Context: an optimization exercise on an open-source flow, tuned for small area and a short achievable clock period. The choices shown serve that exercise and are no tape-out recipe. Where RTL was checked, it was by simulation tests only, not by an equivalence proof against the original. Power and IR drop assume default switching activity.

==> flow/design.v (excerpt) <==
module enigma_part3(clk, srst_n, load, encrypt, crypt_mode, table_idx, code_in, code_out, code_valid);
For scale: roughly 6600 cells after synthesis, roughly 990 flip-flops.
Settings: LEC_CHECK=0, CAP_MARGIN=20, CORE_MARGIN=2, CORE_UTILIZATION=25, PLACE_DENSITY=0.35, SLEW_MARGIN=20, TNS_END_PERCENT=5; clock period 30.0 ns.
standard.sh (not shown) runs the stock make flow with config.mk's settings and CLKGATE_MAP_FILE= SYNTH_SCRIPT=/design/flow/synth_recipe.tcl, a recipe that flattens the netlist after the stock synthesis.
==> flow/flow/run.sh <==
#!/bin/bash
# Layout through the standard.sh. Synthesis is the standard flow's script with abc run on
# flow/yos.abc (yosys's default mapping script) instead of ORFS's speed script;
# ports buffered with buf_4; clock tree without dummy loads; timing repair is asked for a setup margin so
# the long paths get sized up.
cd "$(dirname "$0")/.."
export MY_ABC_SCRIPT=$PWD/flow/yos.abc
bash standard.sh SYNTH_SCRIPT=$PWD/flow/my_synth.tcl synth > synth.log 2>&1
bash standard.sh SETUP_SLACK_MARGIN=15 "BUFFER_PORTS_ARGS=-inputs -outputs -buffer_cell sky130_fd_sc_hd__buf_4" "CTS_ARGS=-sink_clustering_enable -repair_clock_nets -dont_use_dummy_load -buf_list sky130_fd_sc_hd__clkbuf_4" finish > standard.log 2>&1
==> flow/flow/my_synth.tcl <==
# The standard flow's synthesis script (synth_recipe.tcl), with abc run on the script named in MY_ABC_SCRIPT.
proc synth {args} { yosys synth -nofsm -noshare {*}$args }

proc abc {args} {
  set i [lsearch -exact $args -script]
  if {$i >= 0 && [info exists ::env(MY_ABC_SCRIPT)] && $::env(MY_ABC_SCRIPT) ne ""} {
    set args [lreplace $args [expr {$i + 1}] [expr {$i + 1}] $::env(MY_ABC_SCRIPT)]
  }
  if {[info exists ::env(MY_ABC_DONT_USE)]} {
    foreach c $::env(MY_ABC_DONT_USE) { lappend args -dont_use $c }
  }
  puts "abc (own script): $args"
  yosys abc {*}$args
}
source $::env(SCRIPTS_DIR)/synth.tcl
# left out here: clear keep_hierarchy, flatten, clean up, hide names made inside functions, write 1_2_yosys.v
==> flow/flow/yos.abc <==
strash
&get -n
&fraig -x
&put
scorr
dc2
dretime
strash
&get -n
&dch -f
&nf
&put
buffer
upsize
dnsize
stime -p
Next try:
--- a/flow/design.v
+++ b/flow/design.v
@@ -62,27 +62,25 @@
 wire [5:0] y_f = z_q + {4'd0, d_a};
 wire [2:0] m_e = valid_q ? (rB_q[2:0] ^ {3{cm_q}}) : 3'd0;
 wire [7:0] oh = {8{sym}} & (8'd1 << m_e);
 wire hold = ~sym & ~ld_b;
 wire [5:0] pbo = pbl(code_in);
 wire [5:0] w_f = -y_f;
 wire [3:0] alo = {1'b0, pbo[2:0]} + {1'b0, w_f[2:0]};
 wire [2:0] ahi0 = pbo[5:3] + w_f[5:3];
 wire [2:0] ahi1 = ahi0 + 3'd1;
 reg [5:0] ag [0:7];
 always @* for (k = 0; k < 8; k = k + 1) ag[k] = a0[{k[2:0], alo[2:0]}];
 wire [5:0] rotA_o = alo[3] ? ag[ahi1] : ag[ahi0];
-reg [5:0] bm1 [0:7];
-always @* for (k = 0; k < 8; k = k + 1) bm1[k] = bx[{k[2:0], rotA_o[2:0]}];
-wire [5:0] rotB_o = bm1[rotA_o[5:3]];
+wire [5:0] rotB_o = bx[rotA_o];
 reg [7:0] bhi, blo;
 always @* begin
   bhi = 8'd0; blo = 8'd0;
   for (k = 0; k < 64; k = k + 1) if (bx[k] == ~rotB_o) begin
     bhi[k >> 3] = 1'b1;
     blo[k & 7] = 1'b1;
   end
 end
 assign bx[0] = ({6{oh[0]|oh[5]}} & br[20]) | ({6{oh[1]|oh[6]}} & br[21]) | ({6{oh[2]}} & br[22]) | ({6{oh[3]}} & br[17]) | ({6{oh[4]}} & br[16]) | ({6{oh[7]}} & br[19]) | ({6{hold}} & br[0]) | ({6{ld_b}} & br[63]);
 assign bx[1] = ({6{oh[0]}} & br[50]) | ({6{oh[1]|oh[6]}} & br[51]) | ({6{oh[2]}} & br[48]) | ({6{oh[3]|oh[7]}} & br[53]) | ({6{oh[4]}} & br[54]) | ({6{oh[5]}} & br[55]) | ({6{hold}} & br[1]) | ({6{ld_b}} & br[46]);
 assign bx[2] = ({6{oh[0]|oh[3]}} & br[8]) | ({6{oh[1]}} & br[9]) | ({6{oh[2]}} & br[10]) | ({6{oh[4]}} & br[12]) | ({6{oh[5]}} & br[13]) | ({6{oh[6]}} & br[14]) | ({6{oh[7]}} & br[15]) | ({6{hold}} & br[2]) | ({6{ld_b}} & br[62]);
 assign bx[3] = ({6{oh[0]|oh[5]}} & br[36]) | ({6{oh[1]|oh[6]}} & br[37]) | ({6{oh[2]}} & br[38]) | ({6{oh[3]}} & br[33]) | ({6{oh[4]}} & br[32]) | ({6{oh[7]}} & br[35]) | ({6{hold}} & br[3]) | ({6{ld_b}} & br[9]);
Global-route usage rises by 2.9 points.
Via count rises slightly.
Sequential power stays flat.
Worst setup slack gets worse by 170 ps.
Critical path depth rises by 3.
Register-to-register slack gets worse by 510 ps.
Combinational power rises by about a fifth.
Count of clock-buffer cells in the layout rises by 2.
Clock skew falls by 14 ps.
Utilization rises by 0.74 points.
Cell count rises slightly.
Area after synthesis falls slightly.
Wire length rises by roughly a tenth.
Power rises by roughly a tenth.
Only the layout flow was run in the second run of this note; the RTL was not checked for function there.

enigma_part3, a different RTL version from the one above (not shown whole).
Size: ~1000 flip-flops, ~20 I/O pins.
==> flow/config.mk <==
export PLATFORM = sky130hd
export DESIGN_NAME = enigma_part3
export DESIGN_NICKNAME = enigma_part3
export VERILOG_FILES = /design/flow/design.v
export SDC_FILE = /design/flow/constraint.sdc
export NUM_CORES = 8
export LEC_CHECK = 0
export CAP_MARGIN = 20
export CORE_MARGIN = 2
export CORE_UTILIZATION = 25
export PLACE_DENSITY = 0.35
export SLEW_MARGIN = 20
export TNS_END_PERCENT = 5
==> flow/constraint.sdc <==
create_clock -name core_clock -period 30.0 [get_ports {clk}]
set_input_delay 6.0000 -clock core_clock [delete_from_list [all_inputs] [get_ports {clk}]]
set_output_delay 6.0000 -clock core_clock [all_outputs]
set_load 0.01 [all_outputs]
==> flow/flow/run.sh <==
#!/bin/bash
# Layout through the standard.sh. Synthesis is the standard flow's script with abc run on
# flow/yos.abc (yosys's default mapping script) instead of ORFS's speed script;
# clock tree without dummy loads; timing repair is asked for a setup margin so
# the long paths get sized up.
cd "$(dirname "$0")/.."
export MY_ABC_SCRIPT=$PWD/flow/yos.abc
bash standard.sh SYNTH_SCRIPT=$PWD/flow/my_synth.tcl synth > synth.log 2>&1
bash standard.sh SETUP_SLACK_MARGIN=15 "CTS_ARGS=-sink_clustering_enable -repair_clock_nets -dont_use_dummy_load -buf_list sky130_fd_sc_hd__clkbuf_4" finish > standard.log 2>&1
Scripts as last shown in full above: flow/flow/my_synth.tcl, flow/flow/yos.abc
Edit:
--- a/flow/design.v
+++ b/flow/design.v
@@ -9,13 +9,12 @@
 output [5:0] code_out;
 output code_valid;
 integer k;
 reg idle_q, ready_q;
 reg valid_q;
 reg cm_q;
-reg par_q;
 reg [5:0] z_q;
 reg [1:0] dA_q;
 reg [2:0] rB_q;
 reg [63:0] hb_q;
 reg [5:0] pb [0:31];
 reg [5:0] a0 [0:63];
@@ -26,21 +25,20 @@
 wire ld_a  = in_load & (table_idx == 2'd1);
 wire ld_b  = in_load & (table_idx == 2'd2);
 wire sym   = ready_q & encrypt;
 assign code_valid = valid_q;
 function [5:0] pbl;
   input [5:0] x;
-  input par;
   reg [31:0] mt;
   reg [5:0] r;
   integer q;
   begin
     for (q = 0; q < 32; q = q + 1) mt[q] = (pb[q] == x);
     r = 6'd0;
     for (q = 0; q < 32; q = q + 1)
-      if (par ? mt[(q & 1) ? (q + 1) % 32 : (q + 31) % 32] : mt[q ^ 1]) r = r | pb[q];
+      if (mt[q ^ 1]) r = r | pb[q];
     pbl = (|mt) ? r : x;
   end
 endfunction
 reg [5:0] rotB_b;
 reg [5:0] ka;
 always @* begin
@@ -49,19 +47,19 @@
     if (hb_q[k]) rotB_b = rotB_b | k[5:0];
   ka = 6'd0;
   for (k = 0; k < 64; k = k + 1)
     if (a0[k] == rotB_b) ka = ka | k[5:0];
 end
 wire [5:0] rotA_b = ka + z_q;
-assign code_out = {6{valid_q}} & pbl(rotA_b, par_q);
+assign code_out = {6{valid_q}} & pbl(rotA_b);
 wire [1:0] d_a = valid_q ? (cm_q ? rotB_b[1:0] : dA_q) : 2'd0;
 wire [5:0] y_f = z_q + {4'd0, d_a};
 wire [2:0] m_e = valid_q ? (rB_q[2:0] ^ {3{cm_q}}) : 3'd0;
 wire [7:0] oh = {8{sym}} & (8'd1 << m_e);
 wire hold = ~sym & ~ld_b;
-wire [5:0] pbo = pbl(code_in, par_q);
+wire [5:0] pbo = pbl(code_in);
 wire [5:0] w_f = -y_f;
 wire [3:0] alo = {1'b0, pbo[2:0]} + {1'b0, w_f[2:0]};
 wire [2:0] ahi0 = pbo[5:3] + w_f[5:3];
 wire [2:0] ahi1 = ahi0 + 3'd1;
 reg [5:0] ag [0:7];
 always @* for (k = 0; k < 8; k = k + 1) ag[k] = a0[{k[2:0], alo[2:0]}];
@@ -142,23 +140,24 @@
     idle_q <= 1'b0;
     if (~idle_q & ~load) ready_q <= 1'b1;
     if (sym) valid_q <= 1'b1;
   end
 end
 always @(posedge clk) begin
-  par_q <= ~ld_pb & ~par_q;
   z_q <= ld_a ? 6'd0 : (sym ? y_f : z_q) + 6'd1;
   if (sym) begin
     cm_q <= crypt_mode;
     dA_q <= rotA_o[1:0];
     rB_q <= rotB_o[2:0];
     hb_q <= hb;
   end
 end
 always @(posedge clk) begin
-  for (k = 0; k < 31; k = k + 1) pb[k] <= pb[k + 1];
-  pb[31] <= ld_pb ? code_in : pb[0];
+  if (ld_pb) begin
+    for (k = 0; k < 31; k = k + 1) pb[k] <= pb[k + 1];
+    pb[31] <= code_in;
+  end
   for (k = 0; k < 63; k = k + 1) a0[k] <= a0[k + 1];
   a0[63] <= ld_a ? code_in : a0[0];
   for (k = 0; k < 64; k = k + 1) br[k] <= bx[k];
 end
 endmodule
Outcome:
- The new run completed with no timing, DRC or antenna violations
- final cell count shrinks by 1.7%
- final area went down by 0.33%
- wire length falls by 6.8%
- clock skew is higher by 0.045 ns
- setup slack improved by 0.19 ns
- via count falls by 3.5%
- sequential share of layout area climbs by 2.8 points
- total power rises by 0.72%
No functional check of the RTL was part of any run of this note.

==> re-timing with driven ports <==
How much do the figures lean on ideal ports? The routed layouts below were timed once more, with nothing changed but the port constraints. Step 1: set_driving_cell puts a clkbuf_16 on clk and a buf_2 on each other input, an assumption about the parent block. Step 2 also shifts input and output timing later by t, the mid clock arrival at the registers, as if the neighbouring blocks saw the same clock. a / b / c = ideal / step 1 / step 2; a / b = the first two.
run	t, ns	setup WS [ns]	hold slack, ns	worst setup path after step 2	worst slew at a driven data input, ns
the first run of note 1	1.450	14.992 / 15.010 / 13.560	0.311 / 0.311 / 0.311	input to register	0.08
the second run of note 1	1.469	14.817 / 14.746 / 13.277	0.278 / 0.278 / 0.278	input to register	0.27
the first run of note 2	1.521	14.628 / 14.609 / 13.180	0.310 / 0.310 / 0.310	input to register	0.05
the second run of note 2	1.450	14.813 / 14.726 / 13.437	0.294 / 0.294 / 0.294	input to register	0.05
After both steps setup and hold are still met in every run listed. The setup slack of the second run of note 1, which loses most, moves by -0.071 ns with the drivers and by -1.540 ns with both steps.
